Source: an optimization exercise on an open RTL-to-GDS flow (aim: small area). Production flows keep margins and buffers that such runs may drop.
The RTL was checked by simulation tests, not by an equivalence proof against the original design.

## JK
==> flow/design.v <==
module ms53l(
    input       clk,
    input       rst_n,
    input       key_in,
    input       uart_rx,
    output      uart_tx,
    input       uart_rx_ms53l,
    output      uart_tx_ms531,
    output reg  led_out,
    output wire stcp,
    output wire shcp,
    output wire ds,
    output wire oe
);
assign uart_tx = uart_rx_ms53l;
assign oe      = ~rst_n;
reg key_d1, key_d2;
wire touch = key_d2 & ~key_d1;
always @(posedge clk or negedge rst_n)
    if (!rst_n) begin
        key_d1  <= 1'b0;
        key_d2  <= 1'b0;
        led_out <= 1'b1;
    end else begin
        key_d1  <= key_in;
        key_d2  <= key_d1;
        if (touch) led_out <= ~led_out;
    end
reg        snd_en;       
reg [12:0] gap_cnt;      
reg        give;         
reg [3:0]  byte_cnt;     
reg [8:0]  bit_cnt;      
reg [3:0]  bit_idx;      
always @(posedge clk or negedge rst_n)
    if (!rst_n) begin
        snd_en   <= 1'b0;
        gap_cnt  <= 13'd0;
        give     <= 1'b0;
        byte_cnt <= 4'd0;
    end else begin
        if (byte_cnt == 4'd11)
            snd_en <= 1'b0;
        else if (touch)
            snd_en <= 1'b1;
        if (snd_en)
            gap_cnt <= (gap_cnt == 13'd4900) ? 13'd0 : gap_cnt + 1'b1;
        give <= (gap_cnt == 13'd4900);
        if (!snd_en)
            byte_cnt <= 4'd0;
        else if (give)
            byte_cnt <= byte_cnt + 1'b1;
    end
always @(posedge clk or negedge rst_n)
    if (!rst_n) begin
        bit_cnt <= 9'd0;
        bit_idx <= 4'd9;
    end else if (give) begin
        bit_cnt <= 9'd0;
        bit_idx <= 4'd15;
    end else if (bit_idx != 4'd9) begin
        bit_cnt <= (bit_cnt == 9'd433) ? 9'd0 : bit_cnt + 1'b1;
        if (bit_cnt == 9'd3)
            bit_idx <= bit_idx + 1'b1;
    end
reg [7:0] tx_byte;
always @(*)
    case (byte_cnt)
        4'd1:    tx_byte = 8'h51;
        4'd2:    tx_byte = 8'h0B;
        4'd3:    tx_byte = 8'h00;
        4'd4:    tx_byte = 8'h01;
        4'd5:    tx_byte = 8'h00;
        4'd6:    tx_byte = 8'h05;
        4'd7:    tx_byte = 8'h02;
        4'd8:    tx_byte = 8'h00;
        4'd9:    tx_byte = 8'h64;
        4'd10:   tx_byte = 8'h0D;
        default: tx_byte = 8'h0A;
    endcase
reg tx_bit;
always @(*)
    case (bit_idx)
        4'd0:    tx_bit = 1'b0;
        4'd1:    tx_bit = tx_byte[0];
        4'd2:    tx_bit = tx_byte[1];
        4'd3:    tx_bit = tx_byte[2];
        4'd4:    tx_bit = tx_byte[3];
        4'd5:    tx_bit = tx_byte[4];
        4'd6:    tx_bit = tx_byte[5];
        4'd7:    tx_bit = tx_byte[6];
        4'd8:    tx_bit = tx_byte[7];
        default: tx_bit = 1'b1;
    endcase
assign uart_tx_ms531 = tx_bit;
reg       rxd_d0, rxd_d1;
reg       rx_flag;
reg [8:0] rx_clk;
reg [3:0] rx_cnt;
reg [7:0] rx_data;
reg [3:0] rx_bytes;      
reg [15:0] value;        
wire rx_start = rxd_d1 & ~rxd_d0;
wire rx_done  = (rx_cnt == 4'd9) && (rx_clk == 9'd2);
always @(posedge clk or negedge rst_n)
    if (!rst_n) begin
        rxd_d0  <= 1'b0;
        rxd_d1  <= 1'b0;
        rx_flag <= 1'b0;
        rx_clk  <= 9'd0;
        rx_cnt  <= 4'd0;
        rx_bytes <= 4'd0;
    end else begin
        rxd_d0 <= uart_rx_ms53l;
        rxd_d1 <= rxd_d0;
        if (rx_start)
            rx_flag <= 1'b1;
        else if ((rx_cnt == 4'd9) && (rx_clk == 9'd217))
            rx_flag <= 1'b0;
        if (rx_flag) begin
            rx_clk <= (rx_clk == 9'd433) ? 9'd0 : rx_clk + 1'b1;
            if (rx_clk == 9'd433)
                rx_cnt <= rx_cnt + 1'b1;
        end else begin
            rx_clk <= 9'd0;
            rx_cnt <= 4'd0;
        end
        if (rx_done)
            rx_bytes <= (rx_bytes == 4'd11) ? 4'd0 : rx_bytes + 1'b1;
    end
always @(posedge clk)
    if (rx_clk == 9'd217)
        rx_data <= {rxd_d1, rx_data[7:1]};
reg [1:0] ph;        
reg [3:0] bitn;      
reg [7:0] slot;      
reg [3:0] sub;       
reg       stcp_r, shcp_r;
always @(posedge clk or negedge rst_n)
    if (!rst_n) begin
        ph     <= 2'd0;
        bitn   <= 4'd13;
        slot   <= 8'd0;
        sub    <= 4'd0;
        stcp_r <= 1'b0;
        shcp_r <= 1'b0;
    end else begin
        ph <= ph + 1'b1;
        if (ph == 2'd0)
            bitn <= (bitn == 4'd13) ? 4'd0 : bitn + 1'b1;
        if (ph == 2'd3) begin
            slot <= (slot == 8'd249) ? 8'd0 : slot + 1'b1;
            sub  <= (sub == 4'd10) ? 4'd0 : sub + 1'b1;
        end
        stcp_r <= (bitn == 4'd13) && (ph == 2'd3);
        shcp_r <= ph[1];
    end
assign stcp = stcp_r;
assign shcp = shcp_r;
reg freeze, pend;
wire freeze_set = (sub == 4'd0) && (ph == 2'd0) && (slot >= 8'd228) && (slot <= 8'd238);
wire upd        = (slot == 8'd1) && (ph == 2'd0);
wire rx_wr      = rx_done && ((rx_bytes == 4'd8) || (rx_bytes == 4'd9));
wire we_hi      = !freeze && ((rx_done && rx_bytes == 4'd8) || (pend && rx_bytes == 4'd9));
wire we_lo      = !freeze && ((rx_done && rx_bytes == 4'd9) || (pend && rx_bytes == 4'd10));
always @(posedge clk or negedge rst_n)
    if (!rst_n) begin
        freeze <= 1'b0;
        pend   <= 1'b0;
        value  <= 16'd0;
    end else begin
        if (freeze_set)
            freeze <= 1'b1;
        else if (upd)
            freeze <= 1'b0;
        pend <= freeze & (pend | rx_wr);
        if (we_hi) value[15:8] <= rx_data;
        if (we_lo) value[7:0]  <= rx_data;
    end
reg [3:0] rm1, rm2, rm3, rm4;
reg [2:0] rm5;
wire first = (slot == 8'd247) && (ph == 2'd0);
wire [1:0] ord = {~slot[7] | (slot[3] & slot[0]), ~slot[0]};
wire vbit = value[~{ord, ph}];
function [4:0] dstep;    
    input [3:0] r;
    input       x;
    input       clr;
    reg   [3:0] re;
    reg   [3:0] m;
    reg         q;
    begin
        re = clr ? 4'd0 : r;
        q  = (re >= 4'd5);
        m  = q ? re - 4'd5 : re;
        dstep = {q, m[2:0], x};
    end
endfunction
wire [4:0] s1 = dstep(rm1, vbit,  first);
wire [4:0] s2 = dstep(rm2, s1[4], first);
wire [4:0] s3 = dstep(rm3, s2[4], first);
wire [4:0] s4 = dstep(rm4, s3[4], first);
always @(posedge clk) begin
    rm1 <= s1[3:0];
    rm2 <= s2[3:0];
    rm3 <= s3[3:0];
    rm4 <= s4[3:0];
    rm5 <= {rm5[1:0], s4[4]};
end
reg [2:0] dsel;      
reg [3:0] dval;      
wire z5 = (rm5 == 3'd0);
wire z4 = z5 & (rm4 == 4'd0);
wire z3 = z4 & (rm3 == 4'd0);
wire z2 = z3 & (rm2 == 4'd0);
wire [2:0] dnext = (dsel == 3'd5 || dsel == 3'd7) ? 3'd0 : dsel + 1'b1;
reg  [3:0] dnew;
always @(*)
    case (dnext)
        3'd0:    dnew = rm1;
        3'd1:    dnew = z2 ? 4'd11 : rm2;
        3'd2:    dnew = z3 ? 4'd11 : rm3;
        3'd3:    dnew = z4 ? 4'd11 : rm4;
        3'd4:    dnew = z5 ? 4'd11 : {1'b0, rm5};
        default: dnew = 4'd11;
    endcase
always @(posedge clk or negedge rst_n)
    if (!rst_n) begin
        dsel <= 3'd6;
        dval <= 4'd0;
    end else if (upd) begin
        dsel <= (dsel == 3'd6) ? 3'd7 : dnext;
        if (dsel != 3'd6)
            dval <= dnew;
    end
reg [6:0] segs;      
always @(*)
    case (dval)
        4'd0:    segs = 7'b100_0000;
        4'd1:    segs = 7'b111_1001;
        4'd2:    segs = 7'b010_0100;
        4'd3:    segs = 7'b011_0000;
        4'd4:    segs = 7'b001_1001;
        4'd5:    segs = 7'b001_0010;
        4'd6:    segs = 7'b000_0010;
        4'd7:    segs = 7'b111_1000;
        4'd8:    segs = 7'b000_0000;
        4'd9:    segs = 7'b001_0000;
        default: segs = 7'b111_1111;
    endcase
reg ds_w;
always @(*)
    case (bitn)
        4'd0, 4'd1, 4'd2, 4'd3, 4'd4, 4'd5: ds_w = (dsel == bitn[2:0]);
        4'd6:    ds_w = 1'b1;
        4'd7:    ds_w = segs[6];
        4'd8:    ds_w = segs[5];
        4'd9:    ds_w = segs[4];
        4'd10:   ds_w = segs[3];
        4'd11:   ds_w = segs[2];
        4'd12:   ds_w = segs[1];
        default: ds_w = segs[0];
    endcase
assign ds = ds_w;
endmodule
make LEC_CHECK=0 CAP_MARGIN=20 CORE_MARGIN=2 CORE_UTILIZATION=40 CTS_BUF_LIST=sky130_fd_sc_hd__clkbuf_4 CTS_CLUSTER_DIAMETER=100 CTS_CLUSTER_SIZE=50 SLEW_MARGIN=20 finish   # period 10.0 ns
run.sh (not shown) runs the stock make flow with config.mk's settings and CLKGATE_MAP_FILE= SYNTH_SCRIPT=/design/flow/synth_recipe.tcl, a recipe that flattens the netlist after the stock synthesis.
JK went all the way through synthesis, placement and routing and the layout is clean on timing, DRC and antenna.
Modified inputs, MS compared to JK
diff --git a/flow/design.v b/flow/design.v
--- a/flow/design.v
+++ b/flow/design.v
@@ -55,12 +55,11 @@
     if (!rst_n) begin
         bit_cnt <= 9'd0;
         bit_idx <= 4'd9;
-    end else if (give) begin
-        bit_cnt <= 9'd0;
-        bit_idx <= 4'd15;
-    end else if (bit_idx != 4'd9) begin
-        bit_cnt <= (bit_cnt == 9'd433) ? 9'd0 : bit_cnt + 1'b1;
-        if (bit_cnt == 9'd3)
+    end else begin
+        bit_cnt <= (give || bit_cnt == 9'd182) ? 9'd0 : {bit_cnt[7:0], ~(bit_cnt[8] ^ bit_cnt[4])};
+        if (give)
+            bit_idx <= 4'd15;
+        else if (bit_idx != 4'd9 && bit_cnt == 9'd7)
             bit_idx <= bit_idx + 1'b1;
     end
 reg [7:0] tx_byte;
@@ -95,13 +94,13 @@
 assign uart_tx_ms531 = tx_bit;
 reg       rxd_d0, rxd_d1;
 reg       rx_flag;
-reg [8:0] rx_clk;
+reg [8:0] rx_clk;        
 reg [3:0] rx_cnt;
 reg [7:0] rx_data;
 reg [3:0] rx_bytes;      
 reg [15:0] value;        
 wire rx_start = rxd_d1 & ~rxd_d0;
-wire rx_done  = (rx_cnt == 4'd9) && (rx_clk == 9'd2);
+wire rx_done  = (rx_cnt == 4'd9) && (rx_clk == 9'd3);
 always @(posedge clk or negedge rst_n)
     if (!rst_n) begin
         rxd_d0  <= 1'b0;
@@ -115,34 +114,30 @@
         rxd_d1 <= rxd_d0;
         if (rx_start)
             rx_flag <= 1'b1;
-        else if ((rx_cnt == 4'd9) && (rx_clk == 9'd217))
+        else if ((rx_cnt == 4'd9) && (rx_clk == 9'd77))
             rx_flag <= 1'b0;
-        if (rx_flag) begin
-            rx_clk <= (rx_clk == 9'd433) ? 9'd0 : rx_clk + 1'b1;
-            if (rx_clk == 9'd433)
-                rx_cnt <= rx_cnt + 1'b1;
-        end else begin
-            rx_clk <= 9'd0;
+        rx_clk <= (rx_flag && rx_clk != 9'd182) ? {rx_clk[7:0], ~(rx_clk[8] ^ rx_clk[4])} : 9'd0;
+        if (!rx_flag)
             rx_cnt <= 4'd0;
-        end
+        else if (rx_clk == 9'd182)
+            rx_cnt <= rx_cnt + 1'b1;
         if (rx_done)
             rx_bytes <= (rx_bytes == 4'd11) ? 4'd0 : rx_bytes + 1'b1;
     end
 always @(posedge clk)
-    if (rx_clk == 9'd217)
+    if (rx_clk == 9'd77)
         rx_data <= {rxd_d1, rx_data[7:1]};
 reg [1:0] ph;        
 reg [3:0] bitn;      
 reg [7:0] slot;      
 reg [3:0] sub;       
-reg       stcp_r, shcp_r;
+reg       shcp_r;
 always @(posedge clk or negedge rst_n)
     if (!rst_n) begin
         ph     <= 2'd0;
         bitn   <= 4'd13;
         slot   <= 8'd0;
         sub    <= 4'd0;
-        stcp_r <= 1'b0;
         shcp_r <= 1'b0;
     end else begin
         ph <= ph + 1'b1;
@@ -152,10 +147,9 @@
             slot <= (slot == 8'd249) ? 8'd0 : slot + 1'b1;
             sub  <= (sub == 4'd10) ? 4'd0 : sub + 1'b1;
         end
-        stcp_r <= (bitn == 4'd13) && (ph == 2'd3);
         shcp_r <= ph[1];
     end
-assign stcp = stcp_r;
+assign stcp = (bitn == 4'd13) && (ph == 2'd0) && (dsel != 3'd6);
 assign shcp = shcp_r;
 reg freeze, pend;
 wire freeze_set = (sub == 4'd0) && (ph == 2'd0) && (slot >= 8'd228) && (slot <= 8'd238);
Results
met3 demand-to-capacity share in global routing for MS: 0.42 points up relative to JK. On non-clock buffer count: between MS and JK, it ends up higher for JK. Re aggregate routed wire length: MS and JK aren't equal, and the lower value belongs to MS. When MS is set beside JK, its global-route usage turns out to be 0.18 points smaller. | fraction of cell area in non-clock buffers | JK vs MS | ≈ equal |.

separate check: timing with driven ports:
In the flow no input, the clock included, has a driving cell. The finished layouts below were timed again as built, in two steps.
Step 1 assumes that a clkbuf_16 drives the clock port and a buf_2 every other input.
Step 2, shift: input delay + t, output delay - t, t = (earliest + latest rising clock arrival at the registers) / 2. This alone moves slack from input paths to output paths.
Three values: no drivers, after step 1, after step 2; two values: the first two.
run	t (ns)	setup WS [ns]	hold WS [ns]	latest minus earliest clock arrival (ns)	pins driven straight from the clock port
JK	0.554	4.909 / 4.883 / 4.883	0.380 / 0.380 / 0.380	0.020 / 0.020	1
MS	0.561	4.989 / 4.965 / 4.965	0.380 / 0.380 / 0.380	0.022 / 0.022	1
After both steps setup and hold are still met in every run listed. The setup slack of JK, which loses most, moves by -0.026 ns with the drivers and by -0.026 ns with both steps.
